What follows belongs to an exercise in optimizing a design on an open flow for small area; a production flow would make more cautious choices.
Only simulation tests tie the RTL to the original design; equivalence was not proved.
Power is estimated from default activity; no workload was simulated.

### flow/run.sh
#!/bin/bash
# synth_recipe.tcl (not shown) runs the flow's synth.tcl, then flattens the netlist and writes it again
# the make line also repeats each setting of config.mk as NAME=value (left out here)
make -C /OpenROAD-flow-scripts/flow DESIGN_CONFIG=/design/flow/config.mk WORK_HOME=/design/flow/orfs CLKGATE_MAP_FILE= SYNTH_SCRIPT=/design/flow/synth_recipe.tcl finish
### flow/config.mk
export PLATFORM = sky130hd
export DESIGN_NAME = CH3_VFD
export DESIGN_NICKNAME = CH3_VFD
export VERILOG_FILES = /design/flow/design.v
export SDC_FILE = /design/flow/constraint.sdc
export NUM_CORES = 4
export LEC_CHECK = 0
export CAP_MARGIN = 20
export CORE_MARGIN = 2
export CORE_UTILIZATION = 40
export SLEW_MARGIN = 20
### flow/constraint.sdc
create_clock -name core_clock -period 10.0 [get_ports {CLK}]
set_input_delay 2.0000 -clock core_clock [delete_from_list [all_inputs] [get_ports {CLK}]]
set_output_delay 2.0000 -clock core_clock [all_outputs]
set_load 0.01 [all_outputs]
### flow/design.v
module CH3_WT_SEP(
	NUMBER,
	SEP_A, SEP_B
);
input [6:0]NUMBER;
output [3:0]SEP_A, SEP_B;
reg [3:0]SEP_A, SEP_B;
always @(NUMBER)
begin
	if(NUMBER<=9)
		begin
			SEP_A=3'b000;
			SEP_B=NUMBER[3:0];
		end
	else if(NUMBER<=19)
		begin
			SEP_A=1;
			SEP_B=NUMBER-10;
		end
	else if(NUMBER<=29)
		begin
			SEP_A=2;
			SEP_B=NUMBER-20;
		end
	else if(NUMBER<=39)
		begin
			SEP_A=3;
			SEP_B=NUMBER-30;
		end
	else if(NUMBER<=49)
		begin
			SEP_A=4;
			SEP_B=NUMBER-40;
		end
	else if(NUMBER<=59)
		begin
			SEP_A=5;
			SEP_B=NUMBER-50;
		end
	else if(NUMBER<=69)
		begin
			SEP_A=6;
			SEP_B=NUMBER-60;
		end
	else if(NUMBER<=79)
		begin
			SEP_A=7;
			SEP_B=NUMBER-70;
		end
	else if(NUMBER<=89)
		begin
			SEP_A=8;
			SEP_B=NUMBER-80;
		end
	else if(NUMBER<=99)
		begin
			SEP_A=9;
			SEP_B=NUMBER-90;
		end
	else
		begin
			SEP_A=0;
			SEP_B=0;
		end
end
endmodule
module CH3_VFD(
	RESETN, CLK,
	KEY,
	LCD_E, LCD_RS, LCD_RW,
	LCD_DATA,
	PIEZO
);
input RESETN, CLK;
input [7:0]KEY;
output LCD_E, LCD_RS, LCD_RW;
output [7:0] LCD_DATA;
output PIEZO;
wire LCD_E;
reg LCD_RS, LCD_RW;
reg [7:0] LCD_DATA;
reg [7:0] STATE;
parameter DELAY = 3'b000,
		FUNCTION_SET = 3'b001,
		ENTRY_MODE = 3'b010,
		DISP_ONOFF = 3'b011,
		LINE1 = 3'b100,
		LINE2 = 3'b101,
		DELAY_T = 3'b110,
		CLEAR_DISP = 3'b111;
integer CNT;
reg [6:0]HOUR, MIN, SEC;
wire [3:0]H10, H1, M10, M1, S10, S1;
reg [3:0]NUM;
integer CNT_T;
integer C_SIGNAL;
reg signal;
reg [2:0] flag;
reg alarm_set;
reg melody_set;
wire [3:0]H10_SET, H1_SET, M10_SET, M1_SET, S10_SET, S1_SET;
reg [6:0]HOUR_BUF, MIN_BUF, SEC_BUF;
integer TIME_SET_CURSOR;
integer KEY_TIMER;
reg [6:0]ALRM_HOUR, ALRM_MIN, ALRM_SEC; 
reg [7:0] ALRM_SET1, ALRM_SET2, ALRM_SET3, ALRM_SET4, ALRM_BUF;
integer ALRM_SET_CNT;
reg P_CLK;
wire PIEZO;
integer LIMIT;
integer CNT_SOUND;
integer P_CNT;
integer OFF_CNT;
reg [7:0] P_SCAN;
integer LIMIT_n, P_CNT_n;
reg [7:0] P_SCAN_n, ALRM_BUF_n;
reg [2:0] flag_n;
reg alarm_set_n, melody_set_n;
reg [6:0] HOUR_BUF_n, MIN_BUF_n, SEC_BUF_n;
integer TIME_SET_CURSOR_n, KEY_TIMER_n, OFF_CNT_n, ALRM_SET_CNT_n;
reg [6:0] ALRM_HOUR_n, ALRM_MIN_n, ALRM_SEC_n;
reg [7:0] ALRM_SET1_n, ALRM_SET2_n, ALRM_SET3_n, ALRM_SET4_n;
wire sig_rise = (C_SIGNAL >= 40) && (signal == 1'b0);
always @(posedge CLK)
begin
	if(~RESETN)
		begin
			P_CLK <=  1'b0;
			CNT_SOUND <=  0;
		end
	else
		begin
			if(CNT_SOUND >= LIMIT)
				begin
					CNT_SOUND <=  0;
					P_CLK <=  ~P_CLK;
				end
			else
				CNT_SOUND <=  CNT_SOUND + 1;
		end
end
assign PIEZO = P_CLK;
always @(posedge CLK)
begin
	LIMIT_n = LIMIT;
	P_CNT_n = P_CNT;
	P_SCAN_n = P_SCAN;
	ALRM_BUF_n = ALRM_BUF;
	if(~RESETN)
		begin
			LIMIT_n = 0;
			P_CNT_n = 0;
			P_SCAN_n = 8'h00;
			ALRM_BUF_n = 8'h00;
		end
	else
		begin
			if(alarm_set == 1'b1 && flag == 3'b111)
				begin
					if(CNT_T >= 99999)
						P_CNT_n = P_CNT_n + 1;
					if(P_CNT_n < 2)
						begin
							if(melody_set == 1'b0)
								ALRM_BUF_n = 8'b00001000;
							else
								ALRM_BUF_n = ALRM_SET1;
						end
					else if(P_CNT_n < 4)
						begin
							if(melody_set == 1'b0)
								ALRM_BUF_n = 8'b00000100;
							else
								ALRM_BUF_n = ALRM_SET2;
						end
					else if(P_CNT_n < 6)
						begin
							if(melody_set == 1'b0)
								ALRM_BUF_n = 8'b00000010;
							else
								ALRM_BUF_n = ALRM_SET3;
						end
					else if(P_CNT_n < 8)
						begin
							if(melody_set == 1'b0)
								ALRM_BUF_n = 8'b00000001;
							else
								ALRM_BUF_n = ALRM_SET4;
						end
					else
						P_CNT_n = 0;
					case(ALRM_BUF_n)
						8'b00001000: LIMIT_n = 190;
						8'b00000100: LIMIT_n = 169;
						8'b00000010: LIMIT_n = 151;
						8'b00000001: LIMIT_n = 142;
					endcase
					P_SCAN_n = ALRM_BUF_n;
				end
			else
				begin
					P_CNT_n = 0;
					LIMIT_n = 0;
				end
		end
	LIMIT <= LIMIT_n;
	P_CNT <= P_CNT_n;
	P_SCAN <= P_SCAN_n;
	ALRM_BUF <= ALRM_BUF_n;
end
always @(posedge CLK)
begin
	flag_n = flag;
	TIME_SET_CURSOR_n = TIME_SET_CURSOR;
	SEC_BUF_n = SEC_BUF;
	MIN_BUF_n = MIN_BUF;
	HOUR_BUF_n = HOUR_BUF;
	KEY_TIMER_n = KEY_TIMER;
	ALRM_HOUR_n = ALRM_HOUR;
	ALRM_MIN_n = ALRM_MIN;
	ALRM_SEC_n = ALRM_SEC;
	alarm_set_n = alarm_set;
	OFF_CNT_n = OFF_CNT;
	ALRM_SET_CNT_n = ALRM_SET_CNT;
	ALRM_SET1_n = ALRM_SET1;
	ALRM_SET2_n = ALRM_SET2;
	ALRM_SET3_n = ALRM_SET3;
	ALRM_SET4_n = ALRM_SET4;
	melody_set_n = melody_set;
	if(~RESETN)
		begin
			flag_n = 3'b000;
			TIME_SET_CURSOR_n = 0;
			SEC_BUF_n = 0;
			MIN_BUF_n = 0;
			HOUR_BUF_n = 0;
			KEY_TIMER_n = 0;
			ALRM_HOUR_n = 0;
			ALRM_MIN_n = 0;
			ALRM_SEC_n = 0;
			alarm_set_n = 1'b0;
			OFF_CNT_n = 0;
			ALRM_SET_CNT_n = 0;
			ALRM_SET1_n = 8'h00;
			ALRM_SET2_n = 8'h00;
			ALRM_SET3_n = 8'h00;
			ALRM_SET4_n = 8'h00;
			melody_set_n = 1'b0;
		end
	else
		begin
			if(alarm_set_n == 1'b1 && HOUR == ALRM_HOUR_n && MIN == ALRM_MIN_n && SEC == ALRM_SEC_n)
				flag_n = 3'b111;
			if(KEY_TIMER_n <= 99999)
				KEY_TIMER_n = KEY_TIMER_n + 1;
			else
				begin
					KEY_TIMER_n = 0;
					if(flag_n == 3'b000)
						begin
							if(KEY == 8'b10000000)	 
								begin
									flag_n = 3'b001;
									HOUR_BUF_n = HOUR;
									MIN_BUF_n = MIN;
									SEC_BUF_n = SEC;
								end
							else if(KEY == 8'b01000000)
								begin
									flag_n = 3'b010;
									HOUR_BUF_n = HOUR;
									MIN_BUF_n = MIN;
									SEC_BUF_n = SEC;
								end
							else if(KEY == 8'b00100000)
								begin
									flag_n = 3'b011;
									HOUR_BUF_n = HOUR;
									MIN_BUF_n = MIN;
									SEC_BUF_n = SEC;
								end
							else if(KEY == 8'b00010000)
								begin
									flag_n = 3'b100;
									melody_set_n = 1'b1;
									ALRM_SET_CNT_n = 0;
								end
							else
								flag_n = flag_n;
						end
					if(flag_n == 3'b001 || flag_n == 3'b010)
						begin
							if(KEY == 8'b00000010)
								begin
									if(flag_n == 3'b010)
										begin
											ALRM_HOUR_n = HOUR_BUF_n;
											ALRM_MIN_n = MIN_BUF_n;
											ALRM_SEC_n = SEC_BUF_n;
											alarm_set_n = 1'b1;
										end
									flag_n = 3'b000;
									TIME_SET_CURSOR_n = 0;
								end
							else if(KEY == 8'b00000100)	 
								begin
									TIME_SET_CURSOR_n = TIME_SET_CURSOR_n + 1;
									if(TIME_SET_CURSOR_n >= 6)
										TIME_SET_CURSOR_n = 0;
								end
							else if(KEY == 8'b00001000)
								begin
									begin
										case(TIME_SET_CURSOR_n)
											0:
												begin
													HOUR_BUF_n = HOUR_BUF_n + 10;
												end
											1:
												begin
													HOUR_BUF_n = HOUR_BUF_n + 1;
												end
											2:
												begin
													MIN_BUF_n = MIN_BUF_n + 10;
												end
											3:
												begin
													MIN_BUF_n = MIN_BUF_n + 1;
												end
											4:
												begin
													SEC_BUF_n = SEC_BUF_n + 10;
												end
											5:
												begin
													SEC_BUF_n = SEC_BUF_n + 1;
												end
										endcase
									end
								end
							else
								begin
								end
						end
					if(flag_n == 3'b011)
						begin
							if(KEY == 8'b00000010)
								flag_n = 3'b000;
							if(alarm_set_n == 1'b1)
								begin
									SEC_BUF_n = ALRM_SEC_n;
									MIN_BUF_n = ALRM_MIN_n;
									HOUR_BUF_n = ALRM_HOUR_n;
								end
							else
								flag_n = 3'b010;
						end
					if(flag_n == 3'b100)
						begin
							if(KEY == 8'b00001000 || KEY == 8'b00000100 || KEY == 8'b00000010 || KEY == 8'b00000001)
								begin
									case(ALRM_SET_CNT_n)
										0:
											ALRM_SET1_n = KEY;
										1:
											ALRM_SET2_n = KEY;
										2:
											ALRM_SET3_n = KEY;
										3:
											ALRM_SET4_n = KEY;
										default:
											ALRM_SET_CNT_n = ALRM_SET_CNT_n;
									endcase
									if(ALRM_SET_CNT_n >= 3)
										begin
											flag_n = 3'b000;
											ALRM_SET_CNT_n = 0;
										end
									else
										ALRM_SET_CNT_n = ALRM_SET_CNT_n + 1;
								end
						end
					if(flag_n == 3'b111)
						begin
							if(OFF_CNT_n >= 4)
								begin
									OFF_CNT_n = 0;
									flag_n = 3'b000;
								end
							if(KEY == P_SCAN)
								OFF_CNT_n = OFF_CNT_n + 1;
						end
					if(SEC_BUF_n > 59)
						SEC_BUF_n = 0;
					if(MIN_BUF_n > 59)
						MIN_BUF_n = 0;
					if(HOUR_BUF_n > 23)
						HOUR_BUF_n = 0;
				end
		end
	flag <= flag_n;
	TIME_SET_CURSOR <= TIME_SET_CURSOR_n;
	SEC_BUF <= SEC_BUF_n;
	MIN_BUF <= MIN_BUF_n;
	HOUR_BUF <= HOUR_BUF_n;
	KEY_TIMER <= KEY_TIMER_n;
	ALRM_HOUR <= ALRM_HOUR_n;
	ALRM_MIN <= ALRM_MIN_n;
	ALRM_SEC <= ALRM_SEC_n;
	alarm_set <= alarm_set_n;
	OFF_CNT <= OFF_CNT_n;
	ALRM_SET_CNT <= ALRM_SET_CNT_n;
	ALRM_SET1 <= ALRM_SET1_n;
	ALRM_SET2 <= ALRM_SET2_n;
	ALRM_SET3 <= ALRM_SET3_n;
	ALRM_SET4 <= ALRM_SET4_n;
	melody_set <= melody_set_n;
end
always @(posedge CLK)
begin
	if(~RESETN)
		begin
			C_SIGNAL <=  0;
			signal <=  1'b0;
		end
	else
		begin
			if(C_SIGNAL >= 40)
				begin
					signal <=  ~signal;
					C_SIGNAL <=  0;
				end
			else
				C_SIGNAL <=  C_SIGNAL + 1;
		end
end
always @(posedge CLK)
begin
	if(~RESETN)
		CNT_T <= 0;
	else
		begin
			if(CNT_T>=99999)
				CNT_T <= 0;
			else
				CNT_T <=  CNT_T+1;
		end
end
always @(posedge CLK)
begin
	if(~RESETN)
		begin
			SEC <= 0;
			MIN <= 0;
			HOUR <= 0;
		end
	else
		begin
			if(flag == 3'b001)
				begin
					HOUR <=  HOUR_BUF;
					MIN <=  MIN_BUF;
					SEC <=  SEC_BUF;
				end
			else
				begin
					if((CNT_T==99999)&&(SEC==59)&&(MIN==59))
						begin
							if(HOUR>=23)
								HOUR <= 0;
							else
								HOUR <= HOUR+1;
						end
					if((CNT_T == 99999)&&(SEC == 59))
						begin
							if(MIN>=59)
								MIN <=  0;
							else
								MIN <=  MIN+1;
						end
					if(CNT_T==99999)
						begin
							if(SEC>=59)
								SEC <= 0;
							else
								SEC <= SEC+1;
						end	
				end
		end
end
always @(posedge CLK)
begin
	if(RESETN == 1'b0)
		STATE <=  DELAY;
	else if(sig_rise)
		begin
			case(STATE)
				DELAY:
					if(CNT == 70) STATE <=  FUNCTION_SET;
				FUNCTION_SET:
					if(CNT == 30) STATE <=  DISP_ONOFF;
				DISP_ONOFF:
					if(CNT == 30) STATE <=  ENTRY_MODE;
				ENTRY_MODE:
					if(CNT == 30) STATE <=  LINE1;
				LINE1:
					if(CNT == 20) STATE <=  LINE2;
				LINE2:
					if(CNT == 20) STATE <=  LINE1;
				DELAY_T:
					if(CNT == 0) STATE <=  CLEAR_DISP;
				CLEAR_DISP:
					if(CNT == 0) STATE <=  LINE1;
				default:STATE <=  DELAY;
			endcase
		end
end
always @(posedge CLK)
begin
	if(RESETN == 1'b0)
		CNT <=  0;
	else if(sig_rise)
		begin
			case(STATE)
				DELAY:
					if(CNT >= 70) CNT <=  0;
					else CNT <=  CNT + 1;
				FUNCTION_SET:
					if(CNT >= 30) CNT <=  0;
					else CNT <=  CNT + 1;
				DISP_ONOFF:
					if(CNT >= 30) CNT <=  0;
					else CNT <=  CNT + 1;
				ENTRY_MODE:
					if(CNT >= 30) CNT <=  0;
					else CNT <=  CNT + 1;
				LINE1:
					if(CNT >= 20) CNT <=  0;
					else CNT <=  CNT + 1;
				LINE2:
					if(CNT >= 20) CNT <=  0;
					else CNT <=  CNT + 1;
				DELAY_T:
					if(CNT >= 0)CNT <=  0;
					else CNT <=  CNT;
				CLEAR_DISP:
					if(CNT >= 0)CNT <=  0;
					else CNT <=  CNT;
				default: CNT <=  0;
			endcase
	end
end
always @(posedge CLK)
begin 
	if(RESETN == 1'b0)
		begin
			LCD_RS <=  1'b1;
			LCD_RW <=  1'b1;
			LCD_DATA <=  8'b00000000;
			NUM = 0;
		end
	else if(sig_rise)
		begin
				case (STATE)
					FUNCTION_SET:
						begin
							LCD_RS <=  1'b0;
							LCD_RW <=  1'b0;
							LCD_DATA <=  8'b00111100;
						end
					DISP_ONOFF:
						begin
							LCD_RS <=  1'b0;
							LCD_RW <=  1'b0;
							LCD_DATA <=  8'b00001100;
						end
					ENTRY_MODE:
						begin
							LCD_RS <=  1'b0;
							LCD_RW <=  1'b0;
							LCD_DATA <=  8'b00000110;
						end
					LINE1:
						begin
							if(flag == 3'b001 || flag == 3'b010 || flag == 3'b011)
								begin
									LCD_RW <=  1'b0;
									case (CNT)
										0:
											begin
												LCD_RS <=  1'b0;
												LCD_DATA <=  8'b10000000;
											end
										1:
											begin
												LCD_RS <=  1'b1;
												LCD_DATA <=  8'b00100000;
											end
										2:
											begin
												LCD_RS <=  1'b1;
												NUM = H10_SET;
												case(NUM)
													4'b0000:LCD_DATA <= 8'h30;	 
													4'b0001:LCD_DATA <= 8'h31;	 
													4'b0010:LCD_DATA <= 8'h32;	 
													4'b0011:LCD_DATA <= 8'h33;	 
													4'b0100:LCD_DATA <= 8'h34;	 
													4'b0101:LCD_DATA <= 8'h35;	 
													4'b0110:LCD_DATA <= 8'h36;	 
													4'b0111:LCD_DATA <= 8'h37;	 
													4'b1000:LCD_DATA <= 8'h38;	 
													4'b1001:LCD_DATA <= 8'h39;	 
													default:LCD_DATA <= 8'h00;	 
												endcase
											end
										3:
											begin
												LCD_RS <=  1'b1;
												NUM = H1_SET;
												case(NUM)
													4'b0000:LCD_DATA <= 8'h30;	 
													4'b0001:LCD_DATA <= 8'h31;	 
													4'b0010:LCD_DATA <= 8'h32;	 
													4'b0011:LCD_DATA <= 8'h33;	 
													4'b0100:LCD_DATA <= 8'h34;	 
													4'b0101:LCD_DATA <= 8'h35;	 
													4'b0110:LCD_DATA <= 8'h36;	 
													4'b0111:LCD_DATA <= 8'h37;	 
													4'b1000:LCD_DATA <= 8'h38;	 
													4'b1001:LCD_DATA <= 8'h39;	 
													default:LCD_DATA <= 8'h00;	 
												endcase
											end
										4:
											begin
												LCD_RS <=  1'b1;
												if(CNT_T < 50000)
													LCD_DATA <=  8'h3A; 
												else
													LCD_DATA <=  8'h20;
											end
										5:
											begin
												LCD_RS <=  1'b1;
												NUM = M10_SET;
												case(NUM)
													4'b0000:LCD_DATA <= 8'h30;	 
													4'b0001:LCD_DATA <= 8'h31;	 
													4'b0010:LCD_DATA <= 8'h32;	 
													4'b0011:LCD_DATA <= 8'h33;	 
													4'b0100:LCD_DATA <= 8'h34;	 
													4'b0101:LCD_DATA <= 8'h35;	 
													4'b0110:LCD_DATA <= 8'h36;	 
													4'b0111:LCD_DATA <= 8'h37;	 
													4'b1000:LCD_DATA <= 8'h38;	 
													4'b1001:LCD_DATA <= 8'h39;	 
													default:LCD_DATA <= 8'h00;	 
												endcase
											end
										6:	
											begin
												LCD_RS <=  1'b1;
												NUM = M1_SET;
												case(NUM)
													4'b0000:LCD_DATA <= 8'h30;	 
													4'b0001:LCD_DATA <= 8'h31;	 
													4'b0010:LCD_DATA <= 8'h32;	 
													4'b0011:LCD_DATA <= 8'h33;	 
													4'b0100:LCD_DATA <= 8'h34;	 
													4'b0101:LCD_DATA <= 8'h35;	 
													4'b0110:LCD_DATA <= 8'h36;	 
													4'b0111:LCD_DATA <= 8'h37;	 
													4'b1000:LCD_DATA <= 8'h38;	 
													4'b1001:LCD_DATA <= 8'h39;	 
													default:LCD_DATA <= 8'h00;	 
												endcase
											end
										7:
											begin
												LCD_RS <=  1'b1;
												if(CNT_T < 50000)
													LCD_DATA <=  8'h3A; 
												else
													LCD_DATA <=  8'h20;
											end
										8:
											begin
												LCD_RS <=  1'b1;
												NUM = S10_SET;
												case(NUM)
													4'b0000:LCD_DATA <= 8'h30;	 
													4'b0001:LCD_DATA <= 8'h31;	 
													4'b0010:LCD_DATA <= 8'h32;	 
													4'b0011:LCD_DATA <= 8'h33;	 
													4'b0100:LCD_DATA <= 8'h34;	 
													4'b0101:LCD_DATA <= 8'h35;	 
													4'b0110:LCD_DATA <= 8'h36;	 
													4'b0111:LCD_DATA <= 8'h37;	 
													4'b1000:LCD_DATA <= 8'h38;	 
													4'b1001:LCD_DATA <= 8'h39;	 
													default:LCD_DATA <= 8'h00;	 
												endcase
											end
										9:
											begin
												LCD_RS <=  1'b1;
												NUM = S1_SET;
												case(NUM)
													4'b0000:LCD_DATA <= 8'h30;	 
													4'b0001:LCD_DATA <= 8'h31;	 
													4'b0010:LCD_DATA <= 8'h32;	 
													4'b0011:LCD_DATA <= 8'h33;	 
													4'b0100:LCD_DATA <= 8'h34;	 
													4'b0101:LCD_DATA <= 8'h35;	 
													4'b0110:LCD_DATA <= 8'h36;	 
													4'b0111:LCD_DATA <= 8'h37;	 
													4'b1000:LCD_DATA <= 8'h38;	 
													4'b1001:LCD_DATA <= 8'h39;	 
													default:LCD_DATA <= 8'h00;	 
												endcase
											end
										11:
											begin
												LCD_RS <=  1'b1;
												if(flag == 3'b010 || flag == 3'b011)
													LCD_DATA <=  8'h41;	 
												else if(flag == 3'b001)
													LCD_DATA <=  8'h54;	 
												else
													LCD_DATA <=  8'h4D;	 
											end
										12:
											begin
												LCD_RS <=  1'b1;
												if(flag == 3'b010 || flag == 3'b011)
													LCD_DATA <=  8'h4C;	 
												else if(flag == 3'b001)
													LCD_DATA <=  8'h49;	 
												else
													LCD_DATA <=  8'h65;	 
											end
										13:
											begin
												LCD_RS <=  1'b1;
												if(flag == 3'b010 || flag == 3'b011)
													LCD_DATA <=  8'h41;	 
												else if(flag == 3'b001)
													LCD_DATA <=  8'h4D;	 
												else
													LCD_DATA <=  8'h6C;	 
											end
										14:
											begin
												LCD_RS <=  1'b1;
												if(flag == 3'b010 || flag == 3'b011)
													LCD_DATA <=  8'h52;	 
												else if(flag == 3'b001)
													LCD_DATA <=  8'h45;	 
												else
													LCD_DATA <=  8'h6F;	 
											end
										15:
											begin
												LCD_RS <=  1'b1;
												if(flag == 3'b010 || flag == 3'b011)
													LCD_DATA <=  8'h4D;	 
												else if(flag == 3'b001)
													LCD_DATA <=  8'h20;
												else
													LCD_DATA <=  8'h64;	 
											end
										16:
											begin
												LCD_RS <=  1'b1;
												if(flag == 3'b100)
													LCD_DATA <=  8'h64;	 
												else
													LCD_DATA <=  8'h20;
											end
										default:
											begin
												LCD_RS <=  1'b1;
												LCD_DATA <=  8'b00100000;
											end
										endcase
									end
							else	 
								begin
									LCD_RW <=  1'b0;
									case (CNT)
										0:
											begin
												LCD_RS <=  1'b0;
												LCD_DATA <=  8'b10000000;
											end
										2:
											begin
												LCD_RS <=  1'b1;
												NUM = H10;
												case(NUM)
													4'b0000:LCD_DATA <= 8'h30;	 
													4'b0001:LCD_DATA <= 8'h31;	 
													4'b0010:LCD_DATA <= 8'h32;	 
													4'b0011:LCD_DATA <= 8'h33;	 
													4'b0100:LCD_DATA <= 8'h34;	 
													4'b0101:LCD_DATA <= 8'h35;	 
													4'b0110:LCD_DATA <= 8'h36;	 
													4'b0111:LCD_DATA <= 8'h37;	 
													4'b1000:LCD_DATA <= 8'h38;	 
													4'b1001:LCD_DATA <= 8'h39;	 
													default:LCD_DATA <= 8'h00;	 
												endcase
											end
										3:
											begin
												LCD_RS <=  1'b1;
												NUM = H1;
												case(NUM)
													4'b0000:LCD_DATA <= 8'h30;	 
													4'b0001:LCD_DATA <= 8'h31;	 
													4'b0010:LCD_DATA <= 8'h32;	 
													4'b0011:LCD_DATA <= 8'h33;	 
													4'b0100:LCD_DATA <= 8'h34;	 
													4'b0101:LCD_DATA <= 8'h35;	 
													4'b0110:LCD_DATA <= 8'h36;	 
													4'b0111:LCD_DATA <= 8'h37;	 
													4'b1000:LCD_DATA <= 8'h38;	 
													4'b1001:LCD_DATA <= 8'h39;	 
													default:LCD_DATA <= 8'h00;	 
												endcase
											end
										4:
											begin
												LCD_RS <=  1'b1;
												if(CNT_T < 50000)
													LCD_DATA <=  8'h3A; 
												else
													LCD_DATA <=  8'h20;
											end
										5:
											begin
												LCD_RS <=  1'b1;
												NUM = M10;
												case(NUM)
													4'b0000:LCD_DATA <= 8'h30;	 
													4'b0001:LCD_DATA <= 8'h31;	 
													4'b0010:LCD_DATA <= 8'h32;	 
													4'b0011:LCD_DATA <= 8'h33;	 
													4'b0100:LCD_DATA <= 8'h34;	 
													4'b0101:LCD_DATA <= 8'h35;	 
													4'b0110:LCD_DATA <= 8'h36;	 
													4'b0111:LCD_DATA <= 8'h37;	 
													4'b1000:LCD_DATA <= 8'h38;	 
													4'b1001:LCD_DATA <= 8'h39;	 
													default:LCD_DATA <= 8'h00;	 
												endcase
											end
										6:	
											begin
												LCD_RS <=  1'b1;
												NUM = M1;
												case(NUM)
													4'b0000:LCD_DATA <= 8'h30;	 
													4'b0001:LCD_DATA <= 8'h31;	 
													4'b0010:LCD_DATA <= 8'h32;	 
													4'b0011:LCD_DATA <= 8'h33;	 
													4'b0100:LCD_DATA <= 8'h34;	 
													4'b0101:LCD_DATA <= 8'h35;	 
													4'b0110:LCD_DATA <= 8'h36;	 
													4'b0111:LCD_DATA <= 8'h37;	 
													4'b1000:LCD_DATA <= 8'h38;	 
													4'b1001:LCD_DATA <= 8'h39;	 
													default:LCD_DATA <= 8'h00;	 
												endcase
											end
										7:
											begin
												LCD_RS <=  1'b1;
												if(CNT_T < 50000)
													LCD_DATA <=  8'h3A; 
												else
													LCD_DATA <=  8'h20;
											end
										8:
											begin
												LCD_RS <=  1'b1;
												NUM = S10;
												case(NUM)
													4'b0000:LCD_DATA <= 8'h30;	 
													4'b0001:LCD_DATA <= 8'h31;	 
													4'b0010:LCD_DATA <= 8'h32;	 
													4'b0011:LCD_DATA <= 8'h33;	 
													4'b0100:LCD_DATA <= 8'h34;	 
													4'b0101:LCD_DATA <= 8'h35;	 
													4'b0110:LCD_DATA <= 8'h36;	 
													4'b0111:LCD_DATA <= 8'h37;	 
													4'b1000:LCD_DATA <= 8'h38;	 
													4'b1001:LCD_DATA <= 8'h39;	 
													default:LCD_DATA <= 8'h00;	 
												endcase
											end
										9:
											begin
												LCD_RS <=  1'b1;
												NUM = S1;
												case(NUM)
													4'b0000:LCD_DATA <= 8'h30;	 
													4'b0001:LCD_DATA <= 8'h31;	 
													4'b0010:LCD_DATA <= 8'h32;	 
													4'b0011:LCD_DATA <= 8'h33;	 
													4'b0100:LCD_DATA <= 8'h34;	 
													4'b0101:LCD_DATA <= 8'h35;	 
													4'b0110:LCD_DATA <= 8'h36;	 
													4'b0111:LCD_DATA <= 8'h37;	 
													4'b1000:LCD_DATA <= 8'h38;	 
													4'b1001:LCD_DATA <= 8'h39;	 
													default:LCD_DATA <= 8'h00;	 
												endcase
											end
										11:
											begin
												LCD_RS <=  1'b1;
												LCD_DATA <=  8'h43;	 
											end
										12:
											begin
												LCD_RS <=  1'b1;
												LCD_DATA <=  8'h4C;	 
											end
										13:
											begin
												LCD_RS <=  1'b1;
												LCD_DATA <=  8'h4F;	 
											end
										14:
											begin
												LCD_RS <=  1'b1;
												LCD_DATA <=  8'h43;	 
											end
										15:
											begin
												LCD_RS <=  1'b1;
												LCD_DATA <=  8'h4B;	 
											end
										default :
											begin
												LCD_RS <=  1'b1;
												LCD_DATA <=  8'h20;
											end
										endcase
									end
								end
					LINE2:
						begin
							LCD_RW <=  1'b0;
							if(flag == 3'b001 || flag == 3'b010)
								begin
									case (CNT)
										0:
											begin
												LCD_RS <=  1'b0;
												LCD_DATA <=  8'b11000000;
											end
										2:
											begin
												LCD_RS <=  1'b1;
												if(TIME_SET_CURSOR == 0)
													LCD_DATA <=  8'h18;
												else
													LCD_DATA <=  8'b00100000;
											end
										3:
											begin
												LCD_RS <=  1'b1;
												if(TIME_SET_CURSOR == 1)
													LCD_DATA <=  8'h18;	 
												else
													LCD_DATA <=  8'h20; 
											end
										5:
											begin
												LCD_RS <=  1'b1;
												if(TIME_SET_CURSOR == 2)
													LCD_DATA <=  8'h18;
												else
													LCD_DATA <=  8'h20; 
											end
										6:
											begin
												LCD_RS <=  1'b1;
												if(TIME_SET_CURSOR == 3)
													LCD_DATA <=  8'h18;
												else
													LCD_DATA <=  8'h20;
											end
										8:
											begin
												LCD_RS <=  1'b1;
												if(TIME_SET_CURSOR == 4)
													LCD_DATA <=  8'h18;
												else
													LCD_DATA <=  8'h20;
											end
										9:
											begin
												LCD_RS <=  1'b1;
												if(TIME_SET_CURSOR == 5)
													LCD_DATA <=  8'h18;
												else
													LCD_DATA <=  8'h20;
											end
										12:
											begin
												LCD_RS <=  1'b1;
												LCD_DATA <=  8'h53;
											end
										13:
											begin
												LCD_RS <=  1'b1;
												LCD_DATA <=  8'h45;
											end
										14:
											begin
												LCD_RS <=  1'b1;
												LCD_DATA <=  8'h54;
											end
										default :
											begin
												LCD_RS <=  1'b1;
												LCD_DATA <=  8'h20;
											end
										endcase
									end
							else if(flag == 3'b011)
								begin
									case(CNT)
										0:
											begin
												LCD_RS <=  1'b0;
												LCD_DATA <=  8'b11000000;
											end
										10:
											begin
												LCD_RS <=  1'b1;
												LCD_DATA <=  8'h53;	 
											end
										11:
											begin
												LCD_RS <=  1'b1;
												LCD_DATA <=  8'h65;	 
											end
										12:
											begin
												LCD_RS <=  1'b1;
												LCD_DATA <=  8'h74;	 
											end
										13:
											begin
												LCD_RS <=  1'b1;
												LCD_DATA <=  8'h74;	 
											end
										14:
											begin
												LCD_RS <=  1'b1;
												LCD_DATA <=  8'h65;	 
											end
										15:
											begin
												LCD_RS <=  1'b1;
												LCD_DATA <=  8'h64;	 
											end
										default :
											begin
												LCD_RS <=  1'b1;
												LCD_DATA <=  8'h20;
											end
										endcase
									end
							else if(flag == 3'b100)
								begin
									case(CNT)
										0:
											begin
												LCD_RS <=  1'b0;
												LCD_DATA <=  8'b11000000;
											end
										2:
											begin
												LCD_RS <=  1'b1;
												case(ALRM_SET_CNT)
													0: LCD_DATA <=  8'h30;
													1:	LCD_DATA <=  8'h31;
													2: LCD_DATA <=  8'h32;
													3: LCD_DATA <=  8'h33;
												endcase
											end
										3:
											begin
												LCD_RS <=  1'b1;
												LCD_DATA <=  8'h2F;	 
											end
										4:
											begin
												LCD_RS <=  1'b1;
												LCD_DATA <=  8'h34;	 
											end
										6:
											begin
												LCD_RS <=  1'b1;
												LCD_DATA <=  8'h53;	 
											end
										7:
											begin
												LCD_RS <=  1'b1;
												LCD_DATA <=  8'h65;	 
											end
										8:
											begin
												LCD_RS <=  1'b1;
												LCD_DATA <=  8'h74;	 
											end
										default :
											begin
												LCD_RS <=  1'b1;
												LCD_DATA <=  8'h20;
											end
										endcase
								end
							else if(flag == 3'b111)
								begin
									case(CNT)
										0:
											begin
												LCD_RS <=  1'b0;
												LCD_DATA <=  8'b11000000;
											end
										2:
											begin
												LCD_RS <=  1'b1;
												case(OFF_CNT)
													0: LCD_DATA <=  8'h30;
													1:	LCD_DATA <=  8'h31;
													2: LCD_DATA <=  8'h32;
													3: LCD_DATA <=  8'h33;
													4: LCD_DATA <=  8'h34;
												endcase
											end
										3:
											begin
												LCD_RS <=  1'b1;
												LCD_DATA <=  8'h2F;	 
											end
										4:
											begin
												LCD_RS <=  1'b1;
												LCD_DATA <=  8'h34;	 
											end
										6:
											begin
												LCD_RS <=  1'b1;
												LCD_DATA <=  8'h53;	 
											end
										7:
											begin
												LCD_RS <=  1'b1;
												LCD_DATA <=  8'h65;	 
											end
										8:
											begin
												LCD_RS <=  1'b1;
												LCD_DATA <=  8'h74;	 
											end
										default :
											begin
												LCD_RS <=  1'b1;
												LCD_DATA <=  8'h20;
											end
									endcase
								end
							else
								begin
									case (CNT)
										0:
											begin
												LCD_RS <=  1'b0;
												LCD_DATA <=  8'b11000000;
											end
										2:
											begin
												LCD_RS <=  1'b1;
												LCD_DATA <=  8'h31;	 
											end
										3:
											begin
												LCD_RS <=  1'b1;
												LCD_DATA <=  8'h2C;	 
											end
										4:
											begin
												LCD_RS <=  1'b1;
												LCD_DATA <=  8'h32;	 
											end
										5:
											begin
												LCD_RS <=  1'b1;
												LCD_DATA <=  8'h2C;	 
											end
										6:
											begin
												LCD_RS <=  1'b1;
												LCD_DATA <=  8'h33;	 
											end
										7:
											begin
												LCD_RS <=  1'b1;
												LCD_DATA <=  8'h2C;	 
											end
										8:
											begin
												LCD_RS <=  1'b1;
												LCD_DATA <=  8'h34;	 
											end
										9:
											begin
												LCD_RS <=  1'b1;
												LCD_DATA <=  8'h3A;	 
											end
										11:
											begin
												LCD_RS <=  1'b1;
												LCD_DATA <=  8'h4D;	 
											end
										12:
											begin
												LCD_RS <=  1'b1;
												LCD_DATA <=  8'h45;	 
											end
										13:
											begin
												LCD_RS <=  1'b1;
												LCD_DATA <=  8'h4E;	 
											end
										14:
											begin
												LCD_RS <=  1'b1;
												LCD_DATA <=  8'h55;	 
											end
										default :
											begin
												LCD_RS <=  1'b1;
												LCD_DATA <=  8'h20;
											end
										endcase
									end
							end
					DELAY_T:
						begin
							LCD_RS <=  1'b0;
							LCD_RW <=  1'b0;
							LCD_DATA <=  8'b00000010;
						end
					CLEAR_DISP:
						begin
							LCD_RS <=  1'b0;
							LCD_RW <=  1'b0;
							LCD_DATA <=  8'b00000001;
						end
					default :
						begin
							LCD_RS <=  1'b1;
							LCD_RW <=  1'b1;
							LCD_DATA <=  8'b00000000;
						end
				endcase
			end
end
CH3_WT_SEP S_SEP(SEC, S10, S1);
CH3_WT_SEP M_SEP(MIN, M10, M1);
CH3_WT_SEP H_SEP(HOUR, H10, H1);
CH3_WT_SEP S_BUF_SEP(SEC_BUF, S10_SET, S1_SET);
CH3_WT_SEP M_BUF_SEP(MIN_BUF, M10_SET, M1_SET);
CH3_WT_SEP H_BUF_SEP(HOUR_BUF, H10_SET, H1_SET);
assign LCD_E = ~signal;
endmodule
==> run notes <==
-- worst paths after layout --
| check | end | depth (start not counted) | slack, ns |
|---|---|---|---|
| worst min register to register | KEY_TIMER[0] | 1 | 0.46 |
| worst min-delay path | KEY_TIMER[0] | 1 | 0.46 |
| worst max-delay path | SEC_BUF[1] | 14 | 3.42 |
| worst max register to register | LIMIT[0] | 19 | 3.78 |
-- flip-flops by register name, summed over array words and instances, names as in the netlist, 8 cells and up, named ones only --
register / cells
ALRM_SET_CNT: 32
CNT: 32
CNT_SOUND: 32
CNT_T: 32
C_SIGNAL: 32
KEY_TIMER: 32
OFF_CNT: 32
P_CNT: 32
TIME_SET_CURSOR: 32
ALRM_SET1: 8
ALRM_SET2: 8
ALRM_SET3: 8
ALRM_SET4: 8
LCD_DATA: 8
P_SCAN: 8
-- routing by layer --
layer | vias up | part of all wire (%)
met5 | - | 0
met4 | 0 | 3.0
met3 | 161 | 5.1
met2 | 760 | 44
met1 | 13100 | 48
li1 | 13900 | -
-- placed cells by master, fill, tap and decap left out, drive strengths merged, types with 34 or more instances in the layout --
cell,synthesis,final
a211oi,50,50
a21boi,34,34
a21oi,228,228
a31oi,45,45
and2,67,67
and3,115,115
buf,20,44
clkbuf,214,63
dfxtp,426,426
ha,94,94
inv,121,123
mux2i,49,49
nand2,435,435
nand3,189,189
nand4,76,76
nor2,418,418
nor2b,85,85
nor3,122,122
nor4,91,91
o21a,53,53
o21ai,200,200
or3,36,36
xnor2,127,127
xor2,124,124
-- worst max-delay path, stage by stage --
cell,delay [ns]
clkdlybuf4s50_1,0.69
or3_1,0.51
nor4_1,0.39
nand4_1,0.23
a31oi_4,0.19
buf_4,0.41
mux2i_1,0.66
o21a_1,0.22
nor2_1,0.03
or3_1,0.38
a31o_2,0.28
and2_0,0.17
a311oi_1,0.68
a32o_1,0.26
-- layout make-up --
type | instances | area, sq um
sequential | 426 | 8530
tap | 950 | 1190
multi-input combinational | 3132 | 19300
timing repair buffer | 64 | 546
inverter | 123 | 462
fill | 7304 | 40100
antenna | 2 | 5.00
clock buffer | 63 | 1360
clock inverter | 22 | 307
-- per-stage QoR --
stage	setup WS, ns	total power [mW]	util [%]
final	3.42	3.64	44.1
after detailed placement	2.86	1.79	41.8
after global routing	3.00	3.76	44.1
after global placement	2.99	1.79	41.8
after floorplan	3.84	1.78	-
after CTS	3.47	3.70	44.1
-- kinds of logic after synthesis --
family | count (synthesis) | synth area share (%)
AOI/OAI and AO/OA | 961 | 22.3
DFF | 426 | 29.3
adders and majority gates | 94 | 4.04
muxes | 55 | 1.92
and+or+nand+nor | 1771 | 30.1
buffers and inverters | 357 | 4.74
xor gates and xnor gates | 251 | 7.56
-- power by group --
| group | internal, mW | switching (mW) | total [mW] |
|---|---|---|---|
| clock network | 1.13 | 0.752 | 1.89 |
| registers | 1.70 | 0.00318 | 1.70 |
| logic | 0.0176 | 0.0356 | 0.0533 |
==> impl_metrics.py <==
metrics = {
    "routing": {
        "final_antenna_net_count": 0,
        "drtIter0Drc": 2303,
        "routedWlPerCell_um": 17.5,
        "routed_wirelength_um": 83700,
        "vias": 28000,
        "drc": 0,
        "dr.pass1.iters": 7,
        "avgViaCountPerCell": 5.84,
    },
    "finish": {
        "drive_gt1_share_pct": 4.73,
        "area_growth_pct": 8.81,
        "layout.cells.non_filler": 4782,
        "layout.nets": 3899,
        "final_area_sq_um": 31700,
    },
    "grt": {
        "grt-busiest-layer": "met2",
        "grt_pass1_wl_um": 137000,
        "grt_use_met1_pct": 30.5,
        "gr-total-overflow": 0,
        "use_met3_pct": 2.79,
        "grt_use_total_pct": 21.7,
        "grt_max_degree": 79,
        "grt.met2_usage_pct": 34.2,
        "grt_pass1_vias": 25800,
        "antenna_found_initial": 2,
    },
    "synthesis": {
        "yosysWarnings": 2,
        "synthTopCellsByArea": "dfxtp_1 (29%), nand2_1 (5.6%), nor2_1 (5.4%)",
        "syn_nets": 4019,
        "ys_async_sr_fraction_pct": 0,
        "synth_most_common_cell": "nand2_1",
        "synth_flop_cell": "dfxtp_1",
        "synth_top_area_share_pct": 29.3,
        "syn_avg_cell_area_sq_um": 7.43,
        "seq_area_frac_synth_pct": 29.3,
        "ys_types": 93,
        "ys_ff_latch": 426,
        "synth_common_cells": "nand2_1 (435), dfxtp_1 (426), nor2_1 (418), a21oi_1 (226), clkbuf_1 (213)",
        "yosys.area.top_type": "dfxtp_1",
        "netlist_area_sq_um": 29100,
        "synth-edff-count": 0,
        "synth_cells": 3915,
    },
    "sta": {
        "max_freq_mhz": 152,
        "hold_violations": 0,
        "finalCritPeriodShare_pct": 65.8,
        "slew_violations": 0,
        "final.min_clock_period_ns": 6.58,
        "finalSetupViolCount": 0,
        "skew_ns": 0.0127,
        "slew_headroom_pct": 22.4,
        "tightestPinTransition_ns": 1.15,
        "rsz0062_at_grt": "no",
        "final.setup.tns_ns": 0,
        "whs_ns": 0.460,
    },
    "min_path": {
        "min_path_type": "register to register",
        "min_from": "KEY_TIMER[0]",
    },
    "placement": {
        "place_congestion": 0.931,
        "numPortBuffers": 21,
        "hpwl_um": 58900,
        "place_area_sq_um": 30000,
        "dp.cells": 4693,
    },
    "pwr": {
        "ir_drop_mv": 0.135,
        "powerDensity_nw_per_um2": 115,
        "p_leak_nw": 11.7,
    },
    "worst_setup_path": {
        "critical_path.startpoint": "KEY[2]",
        "critical_path_class": "input port to register",
        "cp_data_arrival_time_ns": 7.12,
        "endpoint_kind": "register",
        "r2r-start": "CNT_T[14]",
        "critPathRequiredTime_ns": 10.54,
        "critPathMaxFanout": 32,
        "worst_setup_path_start_kind": "input port",
    },
    "die": {
        "die_x_um": 274,
        "num_rows": 98,
        "start_util_pct": 40.6,
        "core_sq_um": 71700,
        "die_h_um": 274,
        "io_pins": 22,
        "dieArea_sq_um": 74900,
    },
    "cts": {
        "cts_resized": 0,
        "clkSinkCount": 426,
        "clk_path_buf_depth": 3,
        "tritoncts": "yes",
        "clk_latency_ns": 0.59,
        "cts_hold_buf": 0,
        "root_buffer": "clkbuf_16",
        "cts_buffers": 48,
        "post-cts-setup-buffer-count": 0,
        "cts_htree_levels": 2,
        "clk_pin_slew_ns": 0.06,
    },
    "run": {
        "max_cap_violations": 0,
    },
    "run_status": {
        "outcome": "complete, no violations",
    },
}

## separate check: timing with driven ports
In the flow no input, the clock included, has a driving cell. The finished layout below was timed again as built, in two steps. Step 1 (the two cells are an assumption about what drives the block):
set clk [get_ports {CLK}]
set_driving_cell -lib_cell sky130_fd_sc_hd__clkbuf_16 $clk
set_driving_cell -lib_cell sky130_fd_sc_hd__buf_2 [delete_from_list [all_inputs] $clk]
Step 2 adds t to the input delays and takes it off the output delays; t is the mean of the earliest and latest rising clock arrival at the registers after step 1. Input paths then give back, and output paths get back, about the clock's delay inside the block. Three values: no drivers, after step 1, after step 2; two values: the first two.
shift t [ns]: 0.649
setup slack, ns: 3.418 / 3.450 / 2.801
latest minus earliest clock arrival (ns): 0.014 / 0.014
cell pins on the clock port's net: 1
After both steps setup and hold are still met in this run. The setup slack of this run moves by +0.032 ns with the drivers and by -0.617 ns with both steps.
